Context: an optimization exercise on an open-source flow, tuned for small area. The choices shown serve that exercise and are no tape-out recipe.
At most, simulation tests tie the RTL to the original design; equivalence was not proved.
The RTL of run 2 was laid out without a check of its function.
The clock cells of run 1 come from the design's own scripts or RTL, not from TritonCTS.
The clock input has no modelled driver; a real chip could not lean on it and would need a root buffer or a full tree.
Power figures rest on the tool's default switching activity, not on a simulated workload.

==> flow/design.v <==
module bin2bcd(CLK,RESET,ENABLE,  BIN ,BCD_o);
output	reg	[39:0]  BCD_o ;
input			CLK;
input		[31:0]	BIN;
input			ENABLE;
input			RESET;
	localparam W = 39;
	reg	[5:0]	c ;
	reg	[W-1:0]	R ;
	wire idle = ~(c[5] | c[4] | c[3] | c[2] | c[0]);
	wire copy = c[5] & c[1] & c[0];
	wire done = c[5] & c[2];
	wire run  = ~(idle | copy | done);
	wire [8:0] en;
	assign en[0] = 1'b1;
	assign en[1] = c[5] | c[4] | c[3];			 
	assign en[2] = c[5] | c[4] | c[3];			 
	assign en[3] = c[5] | c[4];				 
	assign en[4] = c[5] | c[4];				 
	assign en[5] = c[5] | (c[4] & (c[3] | c[2]));		 
	assign en[6] = c[5] | (c[4] & c[3]);			 
	assign en[7] = c[5] | (c[4] & c[3] & c[2]);		 
	assign en[8] = c[5];					 
	function [3:0] CORRECT;
	input [3:0] d;
	input       e;
	reg g;
	begin
		g = e & (d[3] | (d[2] & (d[1] | d[0])));
		CORRECT[0] = d[0] ^ g;
		CORRECT[1] = d[1] ^ (g & ~d[0]);
		CORRECT[2] = d[2] ^ (g & (d[2] | d[0]));
		CORRECT[3] = d[3] | g;
	end
	endfunction
	function integer POS;	 
	input integer d;
	input integer k;
	begin
		POS = (32 + 4*d + k) % W;
	end
	endfunction
	reg [W-1:0] C;	 
	reg [3:0]   t;
	integer d, k;
	always @* begin
		C = R;
		for (d = 0; d < 9; d = d + 1) begin
			for (k = 0; k < 4; k = k + 1) t[k] = R[POS(d,k)];
			t = CORRECT(t, en[d]);
			for (k = 0; k < 4; k = k + 1) C[POS(d,k)] = t[k];
		end
	end
	wire [W-1:0] step = {C[W-2:0], C[W-1]};
	wire [W-1:0] load = {{(W-32){1'b0}}, BIN};
	wire sl = idle;
	wire ss = ENABLE & run;
	wire sh = ~(sl | ss);
	wire [W-1:0] Rn = ({W{sl}} & load) | ({W{ss}} & step) | ({W{sh}} & R);
	always @(posedge CLK or posedge RESET) begin
		if (RESET)
			c <= 6'd2;
		else if (ENABLE && !done)
			c <= c + 6'd1;
	end
	always @(posedge CLK)
		R <= ({W{sl}} & load) | ({W{ss}} & step) | ({W{~(sl|ss)}} & R);
	always @(posedge CLK) begin
		if (ENABLE && copy) begin
			for (d = 0; d < 10; d = d + 1)
				for (k = 0; k < 4; k = k + 1)
					if (4*d+k < 39)
						BCD_o[4*d+k] <= R[POS(d,k)];
			BCD_o[39] <= 1'b0;
		end
	end
endmodule
==> flow/flow/run.sh <==
#!/bin/bash
# Layout: the standard ORFS flow (standard.sh), with settings that keep
# cell area down:
# - synthesis is the standard synthesis (synth_recipe.tcl), but ABC maps
#   the logic with flow/abc_area.script (area-oriented amap, no upsizing) through
#   flow/my_synth.tcl, and without the half/full adder extraction
#   (ADDER_MAP_FILE empty); registers and their names are unchanged;
# - port buffers are buf_1 instead of the resizer's default choice;
# - the buffers ABC inserted are removed at floorplan;
# - repair of slew and capacitance may not use cells of drive 4 and up
#   other than buf_4 (flow/small_cells.tcl);
# - CTS runs, then its tree is replaced (flow/clktree.tcl) by 4 clkbuf_8
#   driven straight from the clock port, each driving one quarter of the
#   flip-flops (split at the median x, then each half at the median y).
# ORFS writes each step's full log under orfs/logs; make's output is in
# flow.log.
set -euo pipefail
export FLOW_SYNTH_TCL=$PWD/synth_recipe.tcl
export MY_ABC_SCRIPT=$PWD/flow/abc_area.script
export CLKTREE_N=4 CLKTREE_CELL=sky130_fd_sc_hd__clkbuf_8
bash standard.sh \
  "SYNTH_SCRIPT=$PWD/flow/my_synth.tcl" \
  "ADDER_MAP_FILE=" \
  "BUFFER_PORTS_ARGS=-buffer_cell sky130_fd_sc_hd__buf_1" \
  "REMOVE_ABC_BUFFERS=1" \
  "CTS_ARGS=-sink_clustering_enable -dont_use_dummy_load -buf_list sky130_fd_sc_hd__clkbuf_4 -root_buf sky130_fd_sc_hd__clkbuf_8" \
  "POST_CTS_TCL=$PWD/flow/clktree.tcl" \
  "PRE_GLOBAL_PLACE_TCL=$PWD/flow/small_cells.tcl" \
  "PRE_RESIZE_TCL=$PWD/flow/small_cells.tcl" \
  "PRE_CTS_TCL=$PWD/flow/small_cells.tcl" \
  "PRE_GLOBAL_ROUTE_TCL=$PWD/flow/small_cells.tcl" \
  finish > flow.log 2>&1
==> flow/flow/abc_area.script <==
strash
dch -f
amap
==> flow/flow/clktree.tcl <==
set db [ord::get_db]
set block [ord::get_db_block]
set nbuf $::env(CLKTREE_N)
set master [$db findMaster $::env(CLKTREE_CELL)]
set clk_net [$block findNet CLK]

# the flip-flop clock pins
set sinks {}
foreach inst [$block getInsts] {
  if {![regexp {^sky130_fd_sc_hd__(df|edf)} [[$inst getMaster] getName]]} { continue }
  lappend sinks [$inst findITerm CLK]
}
# remove the clock buffers CTS made, and their nets
foreach inst [$block getInsts] {
  if {![string match "sky130_fd_sc_hd__clkbuf_*" [[$inst getMaster] getName]]} { continue }
  set out [[$inst findITerm X] getNet]
  foreach it [$inst getITerms] { if {[$it getNet] ne "NULL"} { $it disconnect } }
  odb::dbInst_destroy $inst
  if {$out ne "NULL" && $out ne $clk_net} { odb::dbNet_destroy $out }
}
foreach it $sinks { if {[$it getNet] ne "NULL"} { $it disconnect } }

proc xy {it} {
  set b [[$it getInst] getBBox]
  return [list [expr {([$b xMin] + [$b xMax]) / 2}] [expr {([$b yMin] + [$b yMax]) / 2}]]
}
proc split_at_median {items axis} {
  set s [lsort -integer -index $axis $items]
  set h [expr {[llength $s] / 2}]
  return [list [lrange $s 0 [expr {$h - 1}]] [lrange $s $h end]]
}
set items {}
foreach it $sinks { lappend items [concat [xy $it] [list $it]] }
if {$nbuf == 1} {
  set groups [list $items]
} elseif {$nbuf == 2} {
  set groups [split_at_median $items 0]
} else {
  set groups {}
  foreach half [split_at_median $items 0] { foreach q [split_at_median $half 1] { lappend groups $q } }
}
set k 0
foreach g $groups {
  set sx 0; set sy 0
  foreach e $g { incr sx [lindex $e 0]; incr sy [lindex $e 1] }
  set n [llength $g]
  set inst [odb::dbInst_create $block $master clkbuf_leaf_$k]
  set net [odb::dbNet_create $block clknet_leaf_$k]
  $net setSigType CLOCK
  $inst setLocation [expr {$sx / $n}] [expr {$sy / $n}]
  $inst setPlacementStatus PLACED
  [$inst findITerm A] connect $clk_net
  [$inst findITerm X] connect $net
  foreach e $g { [lindex $e 2] connect $net }
  puts "clktree.tcl: [$inst getName] ([$master getName]) drives $n flip-flops"
  incr k
}
detailed_placement
check_placement
estimate_parasitics -placement
report_check_types -max_slew -max_capacitance
==> flow/flow/my_synth.tcl <==
# The standard synthesis (synth_recipe.tcl), with ABC run on a script of this
# flow's own (MY_ABC_SCRIPT) in place of ORFS's: only the mapping of the
# logic between registers changes.
proc abc {args} {
  set i [lsearch -exact $args -script]
  if {$i >= 0} { lset args [expr {$i + 1}] $::env(MY_ABC_SCRIPT) }
  yosys abc {*}$args
}
source $::env(FLOW_SYNTH_TCL)
==> flow/flow/small_cells.tcl <==
# Before each step that repairs slew and capacitance: keep the repair from
# reaching for very large cells. Cells of drive strength 4 and above are left
# out, except buf_4 and the clock buffers CTS uses. This only narrows the
# platform's own cell list.
set skip {}
foreach cell [get_lib_cells sky130_fd_sc_hd__*] {
  set name [get_name $cell]
  if {![regexp {_(\d+)$} $name -> drive]} { continue }
  if {$drive < 4} { continue }
  if {[lsearch -exact {sky130_fd_sc_hd__buf_4 sky130_fd_sc_hd__clkbuf_4 sky130_fd_sc_hd__clkbuf_8} $name] >= 0} { continue }
  if {[regexp {^sky130_fd_sc_hd__(fill|decap|tap|diode)} $name]} { continue }
  lappend skip $cell
}
set_dont_use $skip
puts "small_cells.tcl: [llength $skip] cells of drive 4 and above left out of repair"
==> flow/standard.sh <==
#!/bin/bash
# synth_recipe.tcl (not shown) runs the flow's synth.tcl, then flattens the netlist and writes it again
# the make line also repeats each setting of config.mk as NAME=value (left out here)
make -C /OpenROAD-flow-scripts/flow DESIGN_CONFIG=/design/flow/config.mk WORK_HOME=/design/flow/orfs CLKGATE_MAP_FILE= SYNTH_SCRIPT=/design/flow/synth_recipe.tcl "${@:-finish}"
==> flow/config.mk <==
export PLATFORM = sky130hd
export DESIGN_NAME = bin2bcd
export DESIGN_NICKNAME = bin2bcd
export VERILOG_FILES = /design/flow/design.v
export SDC_FILE = /design/flow/constraint.sdc
export NUM_CORES = 4
export LEC_CHECK = 0
export CAP_MARGIN = 20
export CORE_MARGIN = 2
export CORE_UTILIZATION = 70
export PLACE_DENSITY = 0.75
export SLEW_MARGIN = 20
==> flow/constraint.sdc <==
create_clock -name core_clock -period 10.0 [get_ports {CLK}]
set_input_delay 2.0000 -clock core_clock [delete_from_list [all_inputs] [get_ports {CLK}]]
set_output_delay 2.0000 -clock core_clock [all_outputs]
set_load 0.01 [all_outputs]
==> impl_metrics.ini, run 1 <==
[run_status]
outcome = no timing/DRC/antenna violations

[detailed_routing]
detail-route-antenna-nets = 0
drc_errors = 0
wl_per_cell_um = 16.33
finalWirelength_um = 6759
vias_per_cell = 6.181
initialDrtViolationCount = 290
detailedRoute.firstPassIterationCount = 4
via_count = 2559

[sta]
timing.final.hold_violations = 0
worst_slew_pin_slew_ps = 871.6
max_clock_freq_mhz = 220.9
clk_skew_ps = 11.41
max_slew_margin_pct = 41.89
timing.final.max_slew_violations = 0
final.min_clock_period_ps = 4527
final_setup_violations = 0
fin_crit_sh_pct = 45.27
setup_ws_ps = 5473
fin_setup_tns_ps = 0
rsz0062_at_grt = false

[power]
power.switching_fraction_pct = 17.08
power_frac_seq_pct = 74.4
power.clock.fraction_pct = 24.3
p_total_uw = 478.9
comb_power_share_pct = 1.3
power.density_mw_per_mm2 = 132.5
irDropWorstVdd_v = 0.0001123
leakage_nw = 1.165
power.switching_uw = 81.81
intPower_uw = 397.1

[placed_design]
dp_hpwl_um = 4563
dp_worst_setup_slack_ps = 5367
place.port_buffers = 73
gp_routability_congestion = 0.8440

[global_routing]
initial_antenna_violation_count = 0
first_global_vias = 2344
first_pass_grt_wire_length_um = 10920
grt_overflow_total = 0
grt_start_max_net_pins = 34
global_route.usage.total_pct = 27.71

[clocking]
worstSkewPairLatency_ps = 170
clk_pin_slew_ps = 120
cts.sink_count = 84

[logic_synthesis]
yosys-top-cells-area = sky130_fd_sc_hd__edfxtp_1 (37%), sky130_fd_sc_hd__dfxtp_1 (24%), sky130_fd_sc_hd__nor2_1 (5.7%), sky130_fd_sc_hd__a221o_1 (4.7%), sky130_fd_sc_hd__dfrtp_1 (3.9%)
cell_count_after_synthesis = 282
synth_common_cells = sky130_fd_sc_hd__nor2_1 (49), sky130_fd_sc_hd__dfxtp_1 (39), sky130_fd_sc_hd__edfxtp_1 (39)
ys_ff_latch = 84
ys_seq_area_share_pct = 65.72
synth.distinct_cells = 26
netlist.top_cell.by_area = sky130_fd_sc_hd__edfxtp_1
async_flop_share_pct = 7.143
avgSynthCellArea_sq_um = 11.35
yosys_warnings = 1
synth_top_flop_cell = sky130_fd_sc_hd__edfxtp_1
syn_area_sq_mm = 0.003201
synth_top_area_share_pct = 36.59
synth.most_common_cell = sky130_fd_sc_hd__nor2_1
synth_enable_flop_cells = 39

[floorplanning]
design.core.area_sq_mm = 0.004384
core.rowCount = 24
io_pins = 75
floorplan.die.width_um = 71.62
start_util_pct = 73.00
die_height_um = 71.62
fp.dieArea_sq_mm = 0.005129

[setup_path]
critical_path.startpoint_type = primary input
worst-endpoint-arrival_ps = 4650
crit_path_end_kind = flip-flop
critPathMaxFanout = 29
worst_path_required_time_ps = 10120
critical_path_start_end_classification = primary input to flip-flop

[final_layout]
drive_above_1_share_pct = 2.762
syn2layout_area_growth_pct = 12.94
antennaDiodeCount = 0
final_util_pct = 82.45
layout.nets = 399

[worst_hold_path]
hold_path_class = flip-flop to flip-flop

[flow_run]
timing.max_cap.violations = 0
[through the flow]
stage	std cells	hold slack, ps	instance area [sq um]
3_3_place_gp	410	421.8	3560
5_1_grt	414	477.8	3615
2_1_floorplan	281	416.1	3193
6_report	414	456.2	3615
3_5_place_dp	410	426.6	3560
[per-layer routing]
metal / GRT usage (%) / routed length, um / vias to the layer above
met5: 0 / 0 / -
met1: 37.40 / 2756 / 1205
li1: - / - / 1219
met4: 8.386 / 105 / 0
met2: 45.78 / 3383 / 122
met3: 5.767 / 514 / 13
[power groups by stage]
stage / Sequential, mW / Combinational, mW / Clock (mW)
2_1_floorplan: 0.364 / 0.000750 / 0
3_5_place_dp: 0.364 / 0.00608 / 0
5_1_grt: 0.356 / 0.00683 / 0.125
3_3_place_gp: 0.364 / 0.00607 / 0
6_report: 0.356 / 0.00613 / 0.116
[sequential cells by signal (all words and copies together) (netlist names)]
signal  flops
BCD_o      39
c           6
R          39
[area by class of cell]
| class | count | area, sq um |
|---|---|---|
| fill | 280 | 769.5 |
| inverter | 32 | 120.1 |
| buffer | 4 | 55.05 |
| sequential | 84 | 2103 |
| tap | 52 | 65.06 |
| timing repair buffer | 77 | 291.5 |
| multi-input combinational | 165 | 979.7 |
[final timing paths]
path                                   from            endpoint  slack, ps  cells after the start
max                                  ENABLE        R[0]$_DFF_P_       5470                      8
min reg2reg                   R[38]$_DFF_P_  BCD_o[6]$_DFFE_PP_        460                      0
min                           R[38]$_DFF_P_  BCD_o[6]$_DFFE_PP_        460                      0
min in group asynchronous             RESET    c[0]$_DFFE_PP0P_       1660                      2
max reg2reg                c[5]$_DFFE_PP0P_        R[0]$_DFF_P_       6580                      8
max in group asynchronous             RESET    c[1]$_DFFE_PP1P_       8120                      2
[critical path, cell delays in order]
cell and delay, ps:
sky130_fd_sc_hd__buf_1 90, sky130_fd_sc_hd__o21a_1 160, sky130_fd_sc_hd__nand2_1 70, sky130_fd_sc_hd__nor2_1 80, sky130_fd_sc_hd__buf_1 560, sky130_fd_sc_hd__clkinv_1 900, sky130_fd_sc_hd__a2111oi_0 620, sky130_fd_sc_hd__a221o_1 170
[placed cells by master (no fill, tap or decap)]
cell type,netlist,routed
sky130_fd_sc_hd__a21oi_1,6,6
sky130_fd_sc_hd__nor3_2,0,1
sky130_fd_sc_hd__buf_1,0,75
sky130_fd_sc_hd__a222oi_1,2,2
sky130_fd_sc_hd__dfxtp_1,39,39
sky130_fd_sc_hd__buf_2,0,2
sky130_fd_sc_hd__o221ai_1,7,7
sky130_fd_sc_hd__dfstp_2,1,1
sky130_fd_sc_hd__nand2_1,11,11
sky130_fd_sc_hd__dfrtp_1,5,5
sky130_fd_sc_hd__nand3_1,2,2
sky130_fd_sc_hd__a2111oi_0,1,1
sky130_fd_sc_hd__edfxtp_1,39,39
sky130_fd_sc_hd__and2_0,1,1
sky130_fd_sc_hd__nor3_1,3,2
sky130_fd_sc_hd__o21ai_0,23,23
sky130_fd_sc_hd__a211oi_1,14,14
sky130_fd_sc_hd__nor2_1,49,48
sky130_fd_sc_hd__a31oi_1,1,1
sky130_fd_sc_hd__nor2b_1,2,1
sky130_fd_sc_hd__clkinv_1,32,32
sky130_fd_sc_hd__nor2b_2,0,1
sky130_fd_sc_hd__o32ai_1,3,3
sky130_fd_sc_hd__a22oi_1,8,8
sky130_fd_sc_hd__nor2_2,0,1
sky130_fd_sc_hd__conb_1,1,1
sky130_fd_sc_hd__a22o_1,1,1
sky130_fd_sc_hd__a221o_1,15,15
sky130_fd_sc_hd__o21a_1,9,9
sky130_fd_sc_hd__clkbuf_8,0,4
sky130_fd_sc_hd__o22ai_1,6,6
[logic make-up (layout without fill, tap and decap cells)]
family                 count (synthesis)  count (layout)  synth area share [%]
AOI/OAI and AO/OA                     96              96                 21.78
and+or+nand+nor                       68              68                 8.405
other                                  1               1                0.1172
DFF                                   84              84                 65.72
buffers and inverters                 33             113                 3.988
==> run 2, diff against run 1 <==
==> flow/design.v (replaced) <==
`timescale 1ns / 1ps
module bin2bcd(CLK,RESET,ENABLE,  BIN ,BCD_o);
parameter INPUT_SIZE = 32 ;  
parameter OUTPUT_SIZE = 10 ;  
parameter COUNT_SIZE = 6   ; 
integer k ;
output	reg	[OUTPUT_SIZE * 4 -1:0]  BCD_o ;
input					CLK;
input		[INPUT_SIZE-1:0]	BIN;
input   				ENABLE;
input   				RESET;
	reg	[OUTPUT_SIZE * 4 -1:0]  BCD ;
	reg	[COUNT_SIZE:0]		CNT ;
	reg	[3:0]			BCD_t ; 
	reg	[INPUT_SIZE-1:0]	BIN_INPUT;
function       [3:0]   CORRECT;
input   [3:0]   DECADE;
begin
	CORRECT = (DECADE >= 5)?(DECADE+3):(DECADE);
end
endfunction
always @ (posedge CLK or posedge RESET) begin
	if(RESET) begin 
		CNT = INPUT_SIZE+1;
		BCD = 0 ;
		BIN_INPUT = 0 ;
	end else begin 
		if(ENABLE) begin
			if(CNT == INPUT_SIZE + 1 ) begin
				BIN_INPUT = BIN;
				CNT = CNT -1;
			end else begin
				if (CNT == 0) begin
					BCD_o = BCD ;	
				end else begin
					for(k = 1 ; k <= OUTPUT_SIZE ; k = k + 1) begin
						BCD_t[0] = BCD[(k-1)* 4] ;
						BCD_t[1] = BCD[(k-1)* 4 + 1];
						BCD_t[2] = BCD[(k-1)* 4 + 2] ;
						BCD_t[3] = BCD[(k-1)* 4 + 3] ;
						BCD_t[3:0] = CORRECT(BCD_t[3:0]) ;
						BCD[(k-1)* 4]  = BCD_t[0];    				
                                        	BCD[(k-1)* 4 + 1] = BCD_t[1]	;
						BCD[(k-1)* 4 + 2] = BCD_t[2]	;
						BCD[(k-1)* 4 + 3] = BCD_t[3]	;
					end 
					CNT = CNT -1; 
					BCD = (BCD<<1); 
					BCD[0] = BIN_INPUT[INPUT_SIZE - 1]; 
					BIN_INPUT = BIN_INPUT<<1; 
				end
			end
		end
	end
end
endmodule
==> flow/run.sh (new file) <==
#!/bin/bash
# synth_recipe.tcl (not shown) runs the flow's synth.tcl, then flattens the netlist and writes it again
# the make line also repeats each setting of config.mk as NAME=value (left out here)
make -C /OpenROAD-flow-scripts/flow DESIGN_CONFIG=/design/flow/config.mk WORK_HOME=/design/flow/orfs CLKGATE_MAP_FILE= SYNTH_SCRIPT=/design/flow/synth_recipe.tcl finish
--- a/flow/config.mk
+++ b/flow/config.mk
@@ -7,6 +7,5 @@
 export LEC_CHECK = 0
 export CAP_MARGIN = 20
 export CORE_MARGIN = 2
-export CORE_UTILIZATION = 70
-export PLACE_DENSITY = 0.75
+export CORE_UTILIZATION = 40
 export SLEW_MARGIN = 20
removed: flow/flow/run.sh
removed: flow/flow/abc_area.script
removed: flow/flow/clktree.tcl
removed: flow/flow/my_synth.tcl
removed: flow/flow/small_cells.tcl
removed: flow/standard.sh
==> impl_metrics.ini, run 2 <==
[detailed_routing]
drc_errors = 0
detail-route-antenna-nets = 0
via_count = 3593
vias_per_cell = 4.895
initialDrtViolationCount = 243
detailedRoute.firstPassIterationCount = 4
finalWirelength_um = 9763
wl_per_cell_um = 13.30

[final_layout]
layout.filler_cells = 1166
syn2layout_area_growth_pct = 26.37
multi_input_gate_area_in_the_final_layout_sq_mm = 0.002024
regArea_sq_mm = 0.003181
drive_above_1_share_pct = 8.961
final_cell_mix = sky130_fd_sc_hd__o21ai_0 (106), sky130_fd_sc_hd__dfrtp_1 (77), sky130_fd_sc_hd__clkdlybuf4s50_1 (74), sky130_fd_sc_hd__nand2_1 (43), sky130_fd_sc_hd__edfxtp_1 (40)
antennaDiodeCount = 0
mostFrequentLayoutCell = sky130_fd_sc_hd__o21ai_0
layout.nets = 603
stdcell_area_sq_mm = 0.006835

[logic_synthesis]
yosys-top-cells-area = sky130_fd_sc_hd__dfrtp_1 (36%), sky130_fd_sc_hd__edfxtp_1 (22%), sky130_fd_sc_hd__o21ai_0 (9.8%), sky130_fd_sc_hd__mux2i_1 (5.9%), sky130_fd_sc_hd__ha_1 (5.3%)
cell_count_after_synthesis = 471
yosys_warnings = 1
synth_top_area_share_pct = 35.62
ys_seq_area_share_pct = 58.80
async_flop_share_pct = 66.39
netlist.top_cell.by_area = sky130_fd_sc_hd__dfrtp_1
syn_area_sq_mm = 0.005409
ys_ff_latch = 119
synth.most_common_cell = sky130_fd_sc_hd__o21ai_0
synth_top_flop_cell = sky130_fd_sc_hd__dfrtp_1
synth_common_cells = sky130_fd_sc_hd__o21ai_0 (106), sky130_fd_sc_hd__dfrtp_1 (77), sky130_fd_sc_hd__nand2_1 (43)
avgSynthCellArea_sq_um = 11.48
synth.distinct_cells = 30
synth_enable_flop_cells = 40

[placed_design]
dp_hpwl_um = 5985
dpl-instance-area_sq_mm = 0.006284
dp_worst_setup_slack_ps = 5163
gp_routability_congestion = 0.7965
place.port_buffers = 74

[power]
leakage_nw = 2.762
irDropWorstVdd_v = 0.00008362
power.density_mw_per_mm2 = 157.2

[setup_path]
worst_path_required_time_ps = 10030
critical_path_start_end_classification = primary input to flip-flop
worst-endpoint-arrival_ps = 4100
critPathMaxFanout = 80
crit_path_end_kind = flip-flop
cell_depth_of_the_worst_flop_to_flop_path = 4
critical_path.startpoint_type = primary input

[global_routing]
first_pass_grt_wire_length_um = 16770
first_global_vias = 3595
global_route.usage.total_pct = 14.78
grt_overflow_total = 0
grt_start_max_net_pins = 109
initial_antenna_violation_count = 0

[floorplanning]
core.rowCount = 42
start_util_pct = 40.84
fp.dieArea_sq_mm = 0.01447
die_height_um = 120.3
io_pins = 75
design.core.area_sq_mm = 0.01324
floorplan.die.width_um = 120.3

[sta]
final_setup_violations = 0
fin_setup_tns_ps = 0
final.min_clock_period_ps = 4071
max_slew_margin_pct = 34.81
rsz0062_at_grt = false
max_clock_freq_mhz = 245.7
worst_slew_pin_slew_ps = 977.9
timing.final.max_slew_violations = 0
timing.final.hold_violations = 0
fin_crit_sh_pct = 40.71
clk_skew_ps = 5.722
setup_ws_ps = 5929

[clocking]
postCtsResizedCells = 0
maximum_clock_insertion_buffer_count = 2
cts_hold_buffers = 0
cts_tree = built
cts.sink_count = 119
worstSkewPairLatency_ps = 420
clk_pin_slew_ps = 50
tritoncts.num_buffers = 17
cts.repair_timing.setup_buffer_count = 0
clock_tree.htree_level_count = 4
clockRootBuffer = sky130_fd_sc_hd__clkbuf_16

[flow_run]
timing.max_cap.violations = 0

[worst_hold_path]
hold_path_class = flip-flop to flip-flop
holdPathStages = 1

[run_status]
outcome = no timing/DRC/antenna violations
-- run 2: cell type report --
cell class | instances | area share (%)
clock buffers | 20 | 6.535
clock inverters | 12 | 1.263
inverters | 25 | 1.391
multi-input cells | 304 | 29.62
flip-flops and latches | 119 | 46.53
well taps | 176 | 3.222
repair buffers | 78 | 11.44
-- run 2: where the power goes --
group	internal, mW	leakage (nW)	total [mW]	switching, mW
registers	0.504	1.57	0.504	0
logic	0.0126	0.923	0.0245	0.0120
clock network	0.341	0.270	0.545	0.204
total	0.858	2.76	1.07	0.216
-- run 2: final timing paths --
path / slack (ps) / to / startpoint
hold reg to reg: 470 / CNT[4]$_DFFE_PP0P_ / CNT[4]$_DFFE_PP0P_
hold / removal: 470 / CNT[4]$_DFFE_PP0P_ / CNT[4]$_DFFE_PP0P_
max in group asynchronous: 7420 / BCD[7]$_DFFE_PP0P_ / RESET
setup reg to reg: 7450 / BCD[0]$_DFFE_PP0P_ / CNT[2]$_DFFE_PP0P_
setup / recovery: 5930 / BCD_o[38]$_DFFE_PP_ / RESET
min in group asynchronous: 2110 / BIN_INPUT[0]$_DFFE_PP0P_ / RESET
-- run 2: kinds of logic after synthesis --
kind of cell	count (synthesis)	share of synthesized area (%)
buffers and inverters	48	3.794
AO/OA/AOI/OAI	138	13.74
multiplexers	44	8.420
XOR/XNOR	15	2.429
flip-flops	119	58.80
AND/OR/NAND/NOR	84	7.495
adder cells (fa/ha/maj)	23	5.320
-- run 2: through the flow --
step / utilization, % / total power, mW / cells / hold slack [ps]
after floorplan: - / 0.5206 / 471 / 433.6
after global placement: 47.45 / 0.5381 / 701 / 449.6
after detailed placement: 47.45 / 0.5382 / 701 / 455.4
after CTS: 51.47 / 1.089 / 733 / 468.9
after global routing: 51.62 / 1.115 / 734 / 490.7
final: 51.62 / 1.074 / 734 / 468.4
-- run 2: routing by layer --
layer	track usage, %	wire length, um
met4	7.922	248
met3	5.472	554
met5	0	0
met2	22.05	4342
met1	18.72	4618
-- run 2: critical path, stage by stage --
cell	delay, ps
sky130_fd_sc_hd__clkdlybuf4s50_1	410
sky130_fd_sc_hd__clkinv_2	50
sky130_fd_sc_hd__buf_6	560
sky130_fd_sc_hd__and4_2	1050

-- re-timing with driven ports --
The results above use ideal ports. As a check the final layouts listed here were re-extracted and re-timed, cells and wires unchanged.
Step 1, drivers: a clkbuf_16 drives CLK and a buf_2 each remaining input, both assumed.
Step 2 also shifts input and output timing later by t, the mid clock arrival at the registers, as if the neighbouring blocks saw the same clock.
Slacks: ideal / step 1 / step 2; pairs: ideal / step 1.
run | shift t [ns] | setup slack, ns | worst data-port slew with drivers (ns) | pins driven straight from the clock port
run 1 | 0.225 | 5.473 / 5.510 / 5.285 | 0.03 | 4
run 2 | 0.453 | 5.929 / 5.949 / 5.496 | 0.05 | 1
After both steps every run listed still meets setup and hold. The setup slack of run 2, which loses most, moves by +0.020 ns with the drivers and by -0.433 ns with both steps.
